This design comes from an exercise in tuning for small area on the open sky130 flow, not from production work. Function was checked by simulation only, so behaviour that the tests miss may differ from the original.

==> inputs of 04-05 <==
==> flow/design.v (excerpt) <==
module video_uut (
    input  wire         clk_i           , 
    input  wire         cen_i           , 
    input  wire         rst_i           , 
    input  wire         vid_sel_i       , 
    input  wire [23:0]  vid_rgb_i       , 
    input  wire [1:0]   vh_blank_i      , 
    input  wire [2:0]   dvh_sync_i      , 
    output wire [2:0]   dvh_sync_o      , 
    output wire [23:0]  vid_rgb_o         
);
==> flow/config.mk <==
export PLATFORM = sky130hd
export DESIGN_NAME = video_uut
export DESIGN_NICKNAME = video_uut
export VERILOG_FILES = /design/flow/design.v
export SDC_FILE = /design/flow/constraint.sdc
export NUM_CORES = 4
export LEC_CHECK = 0
export CAP_MARGIN = 20
export CORE_MARGIN = 2
export CORE_UTILIZATION = 60
export SLEW_MARGIN = 20
==> flow/constraint.sdc <==
create_clock -name core_clock -period 13.0 [get_ports {clk_i}]
set_input_delay 2.6000 -clock core_clock [delete_from_list [all_inputs] [get_ports {clk_i}]]
set_output_delay 2.6000 -clock core_clock [all_outputs]
set_load 0.01 [all_outputs]
standard.sh (not shown) runs the stock make flow with config.mk's settings and CLKGATE_MAP_FILE= SYNTH_SCRIPT=/design/flow/synth_recipe.tcl, a recipe that flattens the netlist after the stock synthesis.
==> flow/flow/run.sh <==
#!/bin/bash
# The standard layout (standard.sh) with a different clock tree (clkbuf_8 only,
# clusters of up to 20 sinks within 60 um, no dummy loads) and a different
# combinational mapping in
# synthesis:
#  - adders are left to ABC as plain logic (no full/half-adder cell
#    extraction, no Kogge-Stone carry network);
#  - ABC runs flow/deep.abc (deepsyn restructuring, then area-recovering
#    mapping) instead of ORFS's abc script.
# flow/synth.tcl is synth_recipe.tcl with an abc wrapper that swaps the script;
# registers, their names and cell types are those of the standard synthesis.
set -euo pipefail
export MY_ABC_SCRIPT="$PWD/flow/deep.abc"
bash standard.sh SYNTH_SCRIPT="$PWD/flow/synth.tcl" ADDER_MAP_FILE= SYNTH_OPERATIONS_ARGS=-nofsm BUFFER_PORTS_ARGS="-buffer_cell sky130_fd_sc_hd__buf_1" CTS_ARGS="-sink_clustering_enable -repair_clock_nets -dont_use_dummy_load -sink_clustering_size 20 -sink_clustering_max_diameter 60 -buf_list {sky130_fd_sc_hd__clkbuf_8}" finish > make_finish.log 2>&1
==> flow/flow/deep.abc <==
strash
&get -n
&fraig -x
&deepsyn -T 100
&deepsyn -T 100
&put
strash
&get -n
&dch -f
&nf -R 1000
&put
==> flow/flow/synth.tcl <==
# synth_recipe.tcl with an abc wrapper: the ABC script is replaced by $MY_ABC_SCRIPT
proc synth {args} { yosys synth -nofsm -noshare {*}$args }
proc abc {args} {
  set out {}
  set skip 0
  foreach a $args {
    if {$skip} { set skip 0; continue }
    if {$a eq "-script"} { set skip 1; continue }
    lappend out $a
  }
  if {[info exists ::env(MY_ABC_SCRIPT)] && $::env(MY_ABC_SCRIPT) ne ""} {
    set out [linsert $out 0 -script $::env(MY_ABC_SCRIPT)]
  }
  yosys abc {*}$out
}
source $::env(SCRIPTS_DIR)/synth.tcl
# left out here: clear keep_hierarchy, flatten, clean up, hide names made inside functions, write 1_2_yosys.v
==> inputs of 01-11, as changes to 04-05 <==
--- a/flow/design.v
+++ b/flow/design.v
@@ -435,25 +435,29 @@
             SYh <= SY_inc[13:6];
         end
         col_q <= pix_c;
         dvh_sync_d1 <= dvh_sync_i;
     end
 end
-reg [23:0] rgb;
-always @* begin
-    case (col_q)
-        C_WHITE:  rgb = 24'hFF_FF_FF;
-        C_MAZE:   rgb = 24'h00_40_80;
-        C_BLUE:   rgb = 24'h00_00_FF;
-        C_ORANGE: rgb = 24'hFF_A5_00;
-        C_RED:    rgb = 24'hFF_00_00;
-        C_GREEN:  rgb = 24'h00_FF_00;
-        C_GBLUE:  rgb = 24'h00_80_FF;
-        C_PINK:   rgb = 24'hFF_B0_FF;
-        C_PURPLE: rgb = 24'h80_00_FF;
-        C_YELLOW: rgb = 24'hFF_FF_00;
-        default:  rgb = 24'h00_00_00;
-    endcase
-end
+wire k_white  = (col_q == C_WHITE);
+wire k_maze   = (col_q == C_MAZE);
+wire k_blue   = (col_q == C_BLUE);
+wire k_orange = (col_q == C_ORANGE);
+wire k_red    = (col_q == C_RED);
+wire k_green  = (col_q == C_GREEN);
+wire k_gblue  = (col_q == C_GBLUE);
+wire k_pink   = (col_q == C_PINK);
+wire k_purple = (col_q == C_PURPLE);
+wire k_yellow = (col_q == C_YELLOW);
+wire r_hi  = k_white | k_orange | k_red | k_pink | k_purple | k_yellow;   
+wire r_lo  = k_white | k_orange | k_red | k_pink | k_yellow;              
+wire [7:0] g = ({8{k_white | k_green | k_yellow}} & 8'hFF) |
+               ({8{k_maze}}   & 8'h40) |
+               ({8{k_orange}} & 8'hA5) |
+               ({8{k_gblue}}  & 8'h80) |
+               ({8{k_pink}}   & 8'hB0);
+wire b_hi  = k_white | k_maze | k_blue | k_gblue | k_pink | k_purple;     
+wire b_lo  = k_white | k_blue | k_gblue | k_pink | k_purple;              
+wire [23:0] rgb = {r_hi, {7{r_lo}}, g, b_hi, {7{b_lo}}};
 assign dvh_sync_o = dvh_sync_d1;
 assign vid_rgb_o  = rgb;
 endmodule
==> flow/flow/run.sh (replaced) <==
#!/bin/bash
# The standard layout (standard.sh) with buf_1 port buffers, a different clock
# tree (clkbuf_8 only,
# clusters of up to 20 sinks within 60 um, no dummy loads) and a different
# combinational mapping in
# synthesis:
#  - adders are left to ABC as plain logic (no full/half-adder cell
#    extraction, no Kogge-Stone carry network);
#  - ABC runs flow/deep.abc (deepsyn restructuring, then area-recovering
#    mapping) instead of ORFS's abc script.
# flow/synth.tcl is synth_recipe.tcl with an abc wrapper that swaps the script;
# registers, their names and cell types are those of the standard synthesis.
set -euo pipefail
export MY_ABC_SCRIPT="$PWD/flow/deep.abc"
bash standard.sh SYNTH_SCRIPT="$PWD/flow/synth.tcl" ADDER_MAP_FILE= SYNTH_OPERATIONS_ARGS=-nofsm GPL_KEEP_OVERFLOW=0 BUFFER_PORTS_ARGS="-buffer_cell sky130_fd_sc_hd__buf_1" CTS_ARGS="-sink_clustering_enable -repair_clock_nets -dont_use_dummy_load -sink_clustering_size 30 -sink_clustering_max_diameter 80 -buf_list {sky130_fd_sc_hd__clkbuf_8}" finish > make_finish.log 2>&1
CORE_UTILIZATION = 40   (was 60)
==> run summary <==
In 04-05 the sequential share of layout area is higher than in 01-11, by 0.92 points. Against 01-11, the die area of 04-05 is lower by about 32%. Between 01-11 and 04-05, the lower synthesized area is in 01-11 (gap about 0.5%, measured against 04-05). Between 01-11 and 04-05, the lower routed wire length is in 04-05 (gap about 6%, measured against 04-05). In 01-11 the fmax is smaller than in 04-05, by 0.36%.

static timing again, ports no longer ideal:
No port has a modelled driver above. Below, the same layouts with a new extraction and two added sets of constraints. Step 1 (the two cells are an assumption about what drives the block):
set clk [get_ports {clk_i}]
set_driving_cell -lib_cell sky130_fd_sc_hd__clkbuf_16 $clk
set_driving_cell -lib_cell sky130_fd_sc_hd__buf_2 [delete_from_list [all_inputs] $clk]
Step 2 moves the port delays by t, midway between the first and last clock arrival at a register: inputs arrive t later, outputs are due t later. That takes back most of the time a late clock gives input paths. Slacks: ideal / step 1 / step 2; pairs: ideal / step 1.
run	t, ns	setup slack, ns	worst hold slack (ns)
04-05	0.534	1.049 / 1.049 / 1.049	0.473 / 0.473 / 0.473
01-11	0.621	1.005 / 1.005 / 1.005	0.474 / 0.474 / 0.474
After both steps every run listed still meets setup and hold.
